What follows belongs to an exercise in optimizing a design on an open flow for small area; a production flow would make more cautious choices. In this exercise RTL edits were held to simulation tests only and were not proved equivalent to the original. Power is estimated from default activity; no workload was simulated.

==> 11-01: inputs <==
==> flow/design.v (excerpt) <==
module DSP
(
    input clock,
    input i_reset,
    input [3:0] i_sw,
    output signed [10:0] fir_Q,
    output signed [10:0] fir_I,
    output [63:0] o_bits_count_Q,
    output [63:0] o_error_count_Q,
    output [63:0] o_bits_count_I,
    output [63:0] o_error_count_I
);
==> module DSP, before the edit <==
module DSP
(
    input clock,
    input i_reset,
    input [3:0] i_sw,
    output signed [10:0] fir_Q,
    output signed [10:0] fir_I,
    output [63:0] o_bits_count_Q,
    output [63:0] o_error_count_Q,
    output [63:0] o_bits_count_I,
    output [63:0] o_error_count_I
);
localparam NB_CHECK = 511;
wire tick;
enable_signal u_enable_signal (
    .clock(clock),
    .i_reset(i_reset),
    .i_sw(i_sw[1:0]),
    .BR_clock(tick)
);
wire prbs_Q, prbs_I;
wire [4:0] hist_Q, hist_I;
prbs u_prbs (
    .clock(clock),
    .i_reset(i_reset),
    .i_advance(i_sw[0] & tick),
    .o_Q(prbs_Q),
    .o_I(prbs_I),
    .o_hist_Q(hist_Q),
    .o_hist_I(hist_I)
);
reg [1:0] address;
always @(posedge clock, negedge i_reset) begin
  if (!i_reset)
    address <= 2'b00;
  else if (tick)
    address <= 2'b00;
  else
    address <= address + 1'b1;
end
wire signed [8:0] sum_Q, sum_I;
fir u_fir_Q (.i_sim(prbs_Q), .i_hist(hist_Q), .i_phase(address), .o_sum(sum_Q));
fir u_fir_I (.i_sim(prbs_I), .i_hist(hist_I), .i_phase(address), .o_sum(sum_I));
reg signed [8:0] sal_fir_Q, sal_fir_I;
always @(posedge clock, negedge i_reset) begin
  if (!i_reset) begin
    sal_fir_Q <= 9'd0;
    sal_fir_I <= 9'd0;
  end
  else begin
    sal_fir_Q <= sum_Q;
    sal_fir_I <= sum_I;
  end
end
assign fir_Q = {{2{sal_fir_Q[8]}}, sal_fir_Q};
assign fir_I = {{2{sal_fir_I[8]}}, sal_fir_I};
wire bit_Q, bit_I;
downsampling_slicer u_slicer_Q (
    .clock(clock), .i_reset(i_reset), .i_fir_sign(sal_fir_Q[8]),
    .i_sel_phase(i_sw[3:2]), .o_bit(bit_Q));
downsampling_slicer u_slicer_I (
    .clock(clock), .i_reset(i_reset), .i_fir_sign(sal_fir_I[8]),
    .i_sel_phase(i_sw[3:2]), .o_bit(bit_I));
reg [1:0] sel_phase_reg;
reg reset_sinc;
always @(posedge clock, negedge i_reset) begin
  if (!i_reset) begin
    sel_phase_reg <= 2'b00;
    reset_sinc    <= 1'b0;
  end
  else begin
    sel_phase_reg <= i_sw[3:2];
    reset_sinc    <= (i_sw[2] & ~sel_phase_reg[0]) |
                     (i_sw[3] & ~sel_phase_reg[1]) |
                     ((sel_phase_reg != 2'b00) & (i_sw[3:2] == 2'b00));
  end
end
reg [8:0] checker_count;
reg [2:0] pos_a;
reg [3:0] pos_b, pos_c;
reg locked;
wire shift  = i_sw[1] & tick;
wire ctick  = shift & ~reset_sinc;
wire last   = (checker_count == NB_CHECK-1);
wire close  = ctick & ~locked & last;
wire search = ctick & ~locked & ~last;
wire count  = ctick & locked;
wire [10:0] pos = {pos_a, pos_b, pos_c};
wire pos_end = (pos_a == 3'd6) & (pos_b == 4'd2) & (pos_c == 4'd6);    
always @(posedge clock, negedge i_reset) begin
  if (!i_reset) begin
    checker_count <= 9'd0;
    pos_a         <= 3'd0;
    pos_b         <= 4'd0;
    pos_c         <= 4'd0;
    locked        <= 1'b0;
  end
  else if (reset_sinc) begin
    checker_count <= 9'd0;
    pos_a         <= 3'd0;
    pos_b         <= 4'd0;
    pos_c         <= 4'd0;
    locked        <= 1'b0;
  end
  else begin
    if (close) begin
      checker_count <= 9'd0;
      if (pos_end) begin
        pos_a  <= 3'd0;
        pos_b  <= 4'd0;
        pos_c  <= 4'd0;
        locked <= 1'b1;
      end
      else if (pos_c != 4'd8)
        pos_c <= pos_c + 1'b1;
      else begin
        pos_c <= 4'd0;
        if (pos_b != 4'd8)
          pos_b <= pos_b + 1'b1;
        else begin
          pos_b <= 4'd0;
          pos_a <= pos_a + 1'b1;
        end
      end
    end
    else if (search | count)
      checker_count <= checker_count + 1'b1;
  end
end
BER u_BER_Q (
    .clock(clock), .i_reset(i_reset), .i_reset_sinc(reset_sinc),
    .i_shift(shift), .i_search(search), .i_close(close), .i_count(count),
    .i_locked(locked), .i_lock(pos_end), .i_pos(pos), .i_PRBS(prbs_Q), .i_sim(bit_Q),
    .o_error_count(o_error_count_Q));
BER u_BER_I (
    .clock(clock), .i_reset(i_reset), .i_reset_sinc(reset_sinc),
    .i_shift(shift), .i_search(search), .i_close(close), .i_count(count),
    .i_locked(locked), .i_lock(pos_end), .i_pos(pos), .i_PRBS(prbs_I), .i_sim(bit_I),
    .o_error_count(o_error_count_I));
wire [54:0] bits_hi;
counter #(.W(55)) u_bits_hi (
    .clock(clock), .i_reset(i_reset), .i_clear(reset_sinc),
    .i_inc(count & (&checker_count)), .o_count(bits_hi));
wire [63:0] bits_count = {bits_hi, checker_count & {9{locked}}};
assign o_bits_count_Q = bits_count;
assign o_bits_count_I = bits_count;
endmodule
==> module counter, before the edit <==
module counter
#(
    parameter W = 64
)
(
    input clock,
    input i_reset,
    input i_clear,
    input i_inc,
    output [W-1:0] o_count
);
localparam NB = (W + 7) / 8;
reg [W-1:0] q;
wire [8*NB-1:0] qp = {{(8*NB-W){1'b0}}, q};
wire [8*NB-1:0] t;
wire [NB:0] ones;    
assign ones[0] = 1'b1;
genvar b, i;
generate
  for (b = 0; b < NB; b = b + 1) begin : blk
    assign t[8*b] = i_inc & ones[b];
    for (i = 1; i < 8; i = i + 1) begin : bt
      assign t[8*b+i] = t[8*b+i-1] & qp[8*b+i-1];
    end
    assign ones[b+1] = ones[b] & (&qp[8*b +: 8]);
  end
endgenerate
always @(posedge clock, negedge i_reset) begin
  if (!i_reset)
    q <= {W{1'b0}};
  else
    q <= i_clear ? {W{1'b0}} : (q ^ t[W-1:0]);
end
assign o_count = q;
endmodule
==> module BER, before the edit <==
module BER
(
    input clock,
    input i_reset,
    input i_reset_sinc,     
    input i_shift,          
    input i_search,         
    input i_close,          
    input i_count,          
    input i_locked,
    input i_lock,           
    input [10:0] i_pos,     
    input i_PRBS,
    input i_sim,
    output [63:0] o_error_count
);
reg [509:0] hist;
always @(posedge clock) begin
  if (i_shift)
    hist <= {hist[508:0], i_PRBS};
end
reg [8:0] errors_count;
reg [8:0] errors_min;
reg [10:0] index_min;
wire [10:0] idx = i_locked ? index_min : i_pos;
wire [8:0] sel_c = 9'd1 << idx[3:0];
wire [8:0] sel_b = 9'd1 << idx[7:4];
wire [6:0] sel_a = 7'd1 << idx[10:8];
wire [510:0] taps = {hist, i_PRBS};
wire [56:0] l1;
wire [6:0] l2;
wire ref_bit;
genvar g;
generate
  for (g = 0; g < 56; g = g + 1) begin : lv1
    mux9oh u (.d(taps[9*g +: 9]), .s(sel_c), .o(l1[g]));
  end
  for (g = 0; g < 6; g = g + 1) begin : lv2
    mux9oh u (.d(l1[9*g +: 9]), .s(sel_b), .o(l2[g]));
  end
endgenerate
mux7oh u_lv1_56 (.d(taps[510:504]), .s(sel_c[6:0]), .o(l1[56]));
mux3oh u_lv2_6 (.d(l1[56:54]), .s(sel_b[2:0]), .o(l2[6]));
mux7oh u_lv3 (.d(l2), .s(sel_a[6:0]), .o(ref_bit));
reg ref_r;
always @(posedge clock)
  ref_r <= i_reset_sinc ? i_PRBS : ref_bit;
wire err = i_sim ^ ref_r;
wire carry_lo = i_count & err & (&errors_count);
wire carry_mid = carry_lo & (&errors_min);
always @(posedge clock, negedge i_reset) begin
  if (!i_reset) begin
    errors_count <= 9'd0;
    errors_min   <= 9'd511;
    index_min    <= 11'd0;
  end
  else if (i_reset_sinc) begin
    errors_count <= 9'd0;
    errors_min   <= 9'd511;
    index_min    <= 11'd0;
  end
  else begin
    if (i_close) begin
      errors_count <= 9'd0;
      if (errors_count < errors_min)
        index_min  <= i_pos;
      if (i_lock)
        errors_min <= 9'd0;
      else if (errors_count < errors_min)
        errors_min <= errors_count;
    end
    else if (i_search | i_count)
      errors_count <= errors_count + err;
    if (carry_lo)
      errors_min <= errors_min + 1'b1;
  end
end
wire [45:0] error_hi;
counter #(.W(46)) u_error_hi (
    .clock(clock), .i_reset(i_reset), .i_clear(i_reset_sinc),
    .i_inc(carry_mid), .o_count(error_hi));
assign o_error_count = {error_hi, {errors_min, errors_count} & {18{i_locked}}};
endmodule
==> module mux7oh, before the edit <==
module mux7oh
(
    input [6:0] d,
    input [6:0] s,
    output o
);
wire n0, n1, n2;
aoi222 u0 (.d(d[2:0]), .s(s[2:0]), .o(n0));
aoi222 u1 (.d(d[5:3]), .s(s[5:3]), .o(n1));
assign n2 = ~(d[6] & s[6]);
assign o = ~(n0 & n1 & n2);
endmodule
==> module mux3oh, before the edit <==
module mux3oh
(
    input [2:0] d,
    input [2:0] s,
    output o
);
wire n0;
aoi222 u0 (.d(d), .s(s), .o(n0));
assign o = ~n0;
endmodule
Settings: LEC_CHECK=0, CAP_MARGIN=20, CORE_MARGIN=2, CORE_UTILIZATION=40, SLEW_MARGIN=20, SYNTH_HIERARCHICAL=1; clock period 10.0 ns.
standard.sh (not shown) runs the stock make flow with config.mk's settings and CLKGATE_MAP_FILE= SYNTH_SCRIPT=/design/flow/synth_recipe.tcl, a recipe that flattens the netlist after the stock synthesis.
==> flow/flow/run.sh <==
#!/bin/bash
# The standard layout (standard.sh, standard synthesis unchanged) with
# two changes: the port buffers use the smallest buffer cell, and clock tree
# synthesis clusters up to 24 sinks per leaf buffer without dummy loads.
set -euo pipefail
export BUFFER_PORTS_ARGS="-buffer_cell sky130_fd_sc_hd__buf_1"
export CTS_ARGS="-sink_clustering_enable -repair_clock_nets -dont_use_dummy_load -sink_clustering_size 24 -sink_clustering_max_diameter 70"
bash standard.sh > standard.log 2>&1
==> 11-28: changes against 11-01 <==
--- a/flow/design.v
+++ b/flow/design.v
@@ -465,2 +465,4 @@
       checker_count <= checker_count + 1'b1;
+    if (count & (&checker_count))
+      {pos_a, pos_b, pos_c} <= {pos_a, pos_b, pos_c} + 1'b1;
   end
@@ -477,7 +479,7 @@
     .o_error_count(o_error_count_I));
-wire [54:0] bits_hi;
-counter #(.W(55)) u_bits_hi (
+wire [43:0] bits_hi;
+counter #(.W(44)) u_bits_hi (
     .clock(clock), .i_reset(i_reset), .i_clear(reset_sinc),
-    .i_inc(count & (&checker_count)), .o_count(bits_hi));
-wire [63:0] bits_count = {bits_hi, checker_count & {9{locked}}};
+    .i_inc(count & (&checker_count) & (&pos)), .o_count(bits_hi));
+wire [63:0] bits_count = {bits_hi, {pos, checker_count} & {20{locked}}};
 assign o_bits_count_Q = bits_count;
==> flow/flow/run.sh (replaced) <==
#!/bin/bash
# The standard layout (standard.sh, standard synthesis unchanged) with
# two changes: the port buffers use the smallest buffer cell, and clock tree
# synthesis clusters up to 26 sinks per leaf buffer without dummy loads.
set -euo pipefail
export BUFFER_PORTS_ARGS="-buffer_cell sky130_fd_sc_hd__buf_1"
export CTS_ARGS="-sink_clustering_enable -repair_clock_nets -dont_use_dummy_load -sink_clustering_size 26 -sink_clustering_max_diameter 90"
bash standard.sh > standard.log 2>&1
--- a/flow/config.mk
+++ b/flow/config.mk
@@ -9,3 +9,3 @@
 export CORE_MARGIN = 2
-export CORE_UTILIZATION = 40
+export CORE_UTILIZATION = 60
 export SLEW_MARGIN = 20
==> 11-09: changes against 11-01 <==
--- a/flow/design.v
+++ b/flow/design.v
@@ -21,6 +21,3 @@
 endmodule
-module counter
-#(
-    parameter W = 64
-)
+module counter64
 (
@@ -30,18 +27,16 @@
     input i_inc,
-    output [W-1:0] o_count
+    output [63:0] o_count
 );
-localparam NB = (W + 7) / 8;
-reg [W-1:0] q;
-wire [8*NB-1:0] qp = {{(8*NB-W){1'b0}}, q};
-wire [8*NB-1:0] t;
-wire [NB:0] ones;    
-assign ones[0] = 1'b1;
+reg [63:0] q;
+wire [63:0] t;
+wire [8:0] bc;
+assign bc[0] = i_inc;
 genvar b, i;
 generate
-  for (b = 0; b < NB; b = b + 1) begin : blk
-    assign t[8*b] = i_inc & ones[b];
+  for (b = 0; b < 8; b = b + 1) begin : blk
+    assign t[8*b] = bc[b];
     for (i = 1; i < 8; i = i + 1) begin : bt
-      assign t[8*b+i] = t[8*b+i-1] & qp[8*b+i-1];
+      assign t[8*b+i] = t[8*b+i-1] & q[8*b+i-1];
     end
-    assign ones[b+1] = ones[b] & (&qp[8*b +: 8]);
+    assign bc[b+1] = bc[b] & (&q[8*b +: 8]);
   end
@@ -50,5 +45,5 @@
   if (!i_reset)
-    q <= {W{1'b0}};
+    q <= 64'd0;
   else
-    q <= i_clear ? {W{1'b0}} : (q ^ t[W-1:0]);
+    q <= i_clear ? 64'd0 : (q ^ t);
 end
@@ -223,3 +218,2 @@
     input i_locked,
-    input i_lock,           
     input [10:0] i_pos,     
@@ -240,6 +234,6 @@
 wire [8:0] sel_b = 9'd1 << idx[7:4];
-wire [6:0] sel_a = 7'd1 << idx[10:8];
-wire [510:0] taps = {hist, i_PRBS};
-wire [56:0] l1;
-wire [6:0] l2;
+wire [8:0] sel_a = 9'd1 << idx[10:8];
+wire [728:0] taps = {218'd0, hist, i_PRBS};
+wire [80:0] l1;
+wire [8:0] l2;
 wire ref_bit;
@@ -247,6 +241,6 @@
 generate
-  for (g = 0; g < 56; g = g + 1) begin : lv1
+  for (g = 0; g < 57; g = g + 1) begin : lv1
     mux9oh u (.d(taps[9*g +: 9]), .s(sel_c), .o(l1[g]));
   end
-  for (g = 0; g < 6; g = g + 1) begin : lv2
+  for (g = 0; g < 7; g = g + 1) begin : lv2
     mux9oh u (.d(l1[9*g +: 9]), .s(sel_b), .o(l2[g]));
@@ -254,11 +248,6 @@
 endgenerate
-mux7oh u_lv1_56 (.d(taps[510:504]), .s(sel_c[6:0]), .o(l1[56]));
-mux3oh u_lv2_6 (.d(l1[56:54]), .s(sel_b[2:0]), .o(l2[6]));
-mux7oh u_lv3 (.d(l2), .s(sel_a[6:0]), .o(ref_bit));
-reg ref_r;
-always @(posedge clock)
-  ref_r <= i_reset_sinc ? i_PRBS : ref_bit;
-wire err = i_sim ^ ref_r;
-wire carry_lo = i_count & err & (&errors_count);
-wire carry_mid = carry_lo & (&errors_min);
+assign l1[80:57] = 24'd0;
+assign l2[8:7] = 2'd0;
+mux9oh u_lv3 (.d(l2), .s(sel_a), .o(ref_bit));
+wire err = i_sim ^ ref_bit;
 always @(posedge clock, negedge i_reset) begin
@@ -277,20 +266,14 @@
       errors_count <= 9'd0;
-      if (errors_count < errors_min)
-        index_min  <= i_pos;
-      if (i_lock)
-        errors_min <= 9'd0;
-      else if (errors_count < errors_min)
+      if (errors_count < errors_min) begin
         errors_min <= errors_count;
+        index_min  <= i_pos;
+      end
     end
-    else if (i_search | i_count)
+    else if (i_search)
       errors_count <= errors_count + err;
-    if (carry_lo)
-      errors_min <= errors_min + 1'b1;
   end
 end
-wire [45:0] error_hi;
-counter #(.W(46)) u_error_hi (
+counter64 u_error_count (
     .clock(clock), .i_reset(i_reset), .i_clear(i_reset_sinc),
-    .i_inc(carry_mid), .o_count(error_hi));
-assign o_error_count = {error_hi, {errors_min, errors_count} & {18{i_locked}}};
+    .i_inc(i_count & err), .o_count(o_error_count));
 endmodule
@@ -308,24 +291,2 @@
 endmodule
-module mux7oh
-(
-    input [6:0] d,
-    input [6:0] s,
-    output o
-);
-wire n0, n1, n2;
-aoi222 u0 (.d(d[2:0]), .s(s[2:0]), .o(n0));
-aoi222 u1 (.d(d[5:3]), .s(s[5:3]), .o(n1));
-assign n2 = ~(d[6] & s[6]);
-assign o = ~(n0 & n1 & n2);
-endmodule
-module mux3oh
-(
-    input [2:0] d,
-    input [2:0] s,
-    output o
-);
-wire n0;
-aoi222 u0 (.d(d), .s(s), .o(n0));
-assign o = ~n0;
-endmodule
 module aoi222
@@ -463,3 +424,3 @@
     end
-    else if (search | count)
+    else if (search)
       checker_count <= checker_count + 1'b1;
@@ -470,3 +431,3 @@
     .i_shift(shift), .i_search(search), .i_close(close), .i_count(count),
-    .i_locked(locked), .i_lock(pos_end), .i_pos(pos), .i_PRBS(prbs_Q), .i_sim(bit_Q),
+    .i_locked(locked), .i_pos(pos), .i_PRBS(prbs_Q), .i_sim(bit_Q),
     .o_error_count(o_error_count_Q));
@@ -475,9 +436,8 @@
     .i_shift(shift), .i_search(search), .i_close(close), .i_count(count),
-    .i_locked(locked), .i_lock(pos_end), .i_pos(pos), .i_PRBS(prbs_I), .i_sim(bit_I),
+    .i_locked(locked), .i_pos(pos), .i_PRBS(prbs_I), .i_sim(bit_I),
     .o_error_count(o_error_count_I));
-wire [54:0] bits_hi;
-counter #(.W(55)) u_bits_hi (
+wire [63:0] bits_count;
+counter64 u_bits_count (
     .clock(clock), .i_reset(i_reset), .i_clear(reset_sinc),
-    .i_inc(count & (&checker_count)), .o_count(bits_hi));
-wire [63:0] bits_count = {bits_hi, checker_count & {9{locked}}};
+    .i_inc(count), .o_count(bits_count));
 assign o_bits_count_Q = bits_count;
==> flow/run.sh (new file) <==
#!/bin/bash
# synth_recipe.tcl (not shown) runs the flow's synth.tcl, then flattens the netlist and writes it again
# the make line also repeats each setting of config.mk as NAME=value (left out here)
make -C /OpenROAD-flow-scripts/flow DESIGN_CONFIG=/design/flow/config.mk WORK_HOME=/design/flow/orfs CLKGATE_MAP_FILE= SYNTH_SCRIPT=/design/flow/synth_recipe.tcl finish
--- a/flow/config.mk
+++ b/flow/config.mk
@@ -10,2 +10,3 @@
 export CORE_UTILIZATION = 40
+export CTS_BUF_LIST = sky130_fd_sc_hd__clkbuf_4
 export SLEW_MARGIN = 20
removed: flow/flow/run.sh
removed: flow/standard.sh
==> notes <==
Die area, highest first: 11-09, 11-01, 11-28. The lowest clock skew belongs to 11-28, the highest to 11-09. Against 11-01, the final area of 11-09 is larger by 10%. Setup slack, lowest first: 11-09, 11-28, 11-01. Non-clock buffer count: 11-28 < 11-01 < 11-09. In combinational power, 11-09 and 11-01 hardly differ. Register-to-register slack: 11-09 < 11-28 < 11-01. Clock power: 11-28 < 11-01 < 11-09.
==> figures <==
Run status: 11-01 complete, no violations; 11-09 complete, no violations; 11-28 complete, no violations
Sequential power share: 11-01 54.2%; 11-09 48.9%; 11-28 50.9%
Wire length of the first global-routing pass: 11-01 184 mm; 11-09 193 mm; 11-28 182 mm
Mux cell area share after synthesis: 11-01 1.28%; 11-09 1.56%; 11-28 1.25%
PnR worst setup slack: 11-01 4.72 ns; 11-09 2.76 ns; 11-28 4.66 ns
Simple-gate portion of the synthesized area: 11-01 7.79%; 11-09 7.82%; 11-28 7.94%
Reg-to-reg setup timing slack: 11-01 5.06 ns; 11-09 2.76 ns; 11-28 4.66 ns
Seq power: 11-01 6380 uW; 11-09 6490 uW; 11-28 6350 uW
Wire length after detailed routing: 11-01 120 mm; 11-09 124 mm; 11-28 118 mm
Clock transition at the registers of the reported paths: 11-01 0.07 ns; 11-09 0.08 ns; 11-28 0.10 ns
Post-layout total power: 11-01 11800 uW; 11-09 13300 uW; 11-28 12500 uW
Rows: 11-01 132; 11-09 134; 11-28 107
Number of global-route vias before repair: 11-01 29814; 11-09 33388; 11-28 30653
Static power due to leakage: 11-01 0.0171 uW; 11-09 0.0200 uW; 11-28 0.0167 uW
Utilization after layout: 11-01 44.3%; 11-09 47.5%; 11-28 65.1%
Depth of the CTS H-tree: 11-01 3; 11-09 5; 11-28 2
Clk pwr: 11-01 3220 uW; 11-09 4620 uW; 11-28 2530 uW

==> re-timing with driven ports <==
The flow's constraints put no driver on any port. The routed layouts listed below were extracted and timed again, unchanged, in two steps.
Step 1 (the two cells are an assumption about what drives the block):
set clk [get_ports {clock}]
set_driving_cell -lib_cell sky130_fd_sc_hd__clkbuf_16 $clk
set_driving_cell -lib_cell sky130_fd_sc_hd__buf_2 [delete_from_list [all_inputs] $clk]
Step 2 times the ports against the registers' clock, not the clock port: input delays grow and output delays shrink by t, the midpoint of the rising clock arrivals with the driver on.
Slacks: no drivers / after step 1 / after step 2; pairs: no drivers / after step 1.
run | shift t [ns] | slack for setup (ns) | worst data-port slew with drivers (ns) | pins driven straight from the clock port
11-01 | 0.747 | 4.718 / 4.768 / 4.021 | 0.08 | 1
11-28 | 0.702 | 4.659 / 4.659 / 4.064 | 0.07 | 1
11-09 | 1.269 | 2.761 / 2.761 / 2.761 | 0.08 | 1
After both steps setup and hold are still met in every run listed. The setup slack of 11-01, which loses most, moves by +0.050 ns with the drivers and by -0.697 ns with both steps.
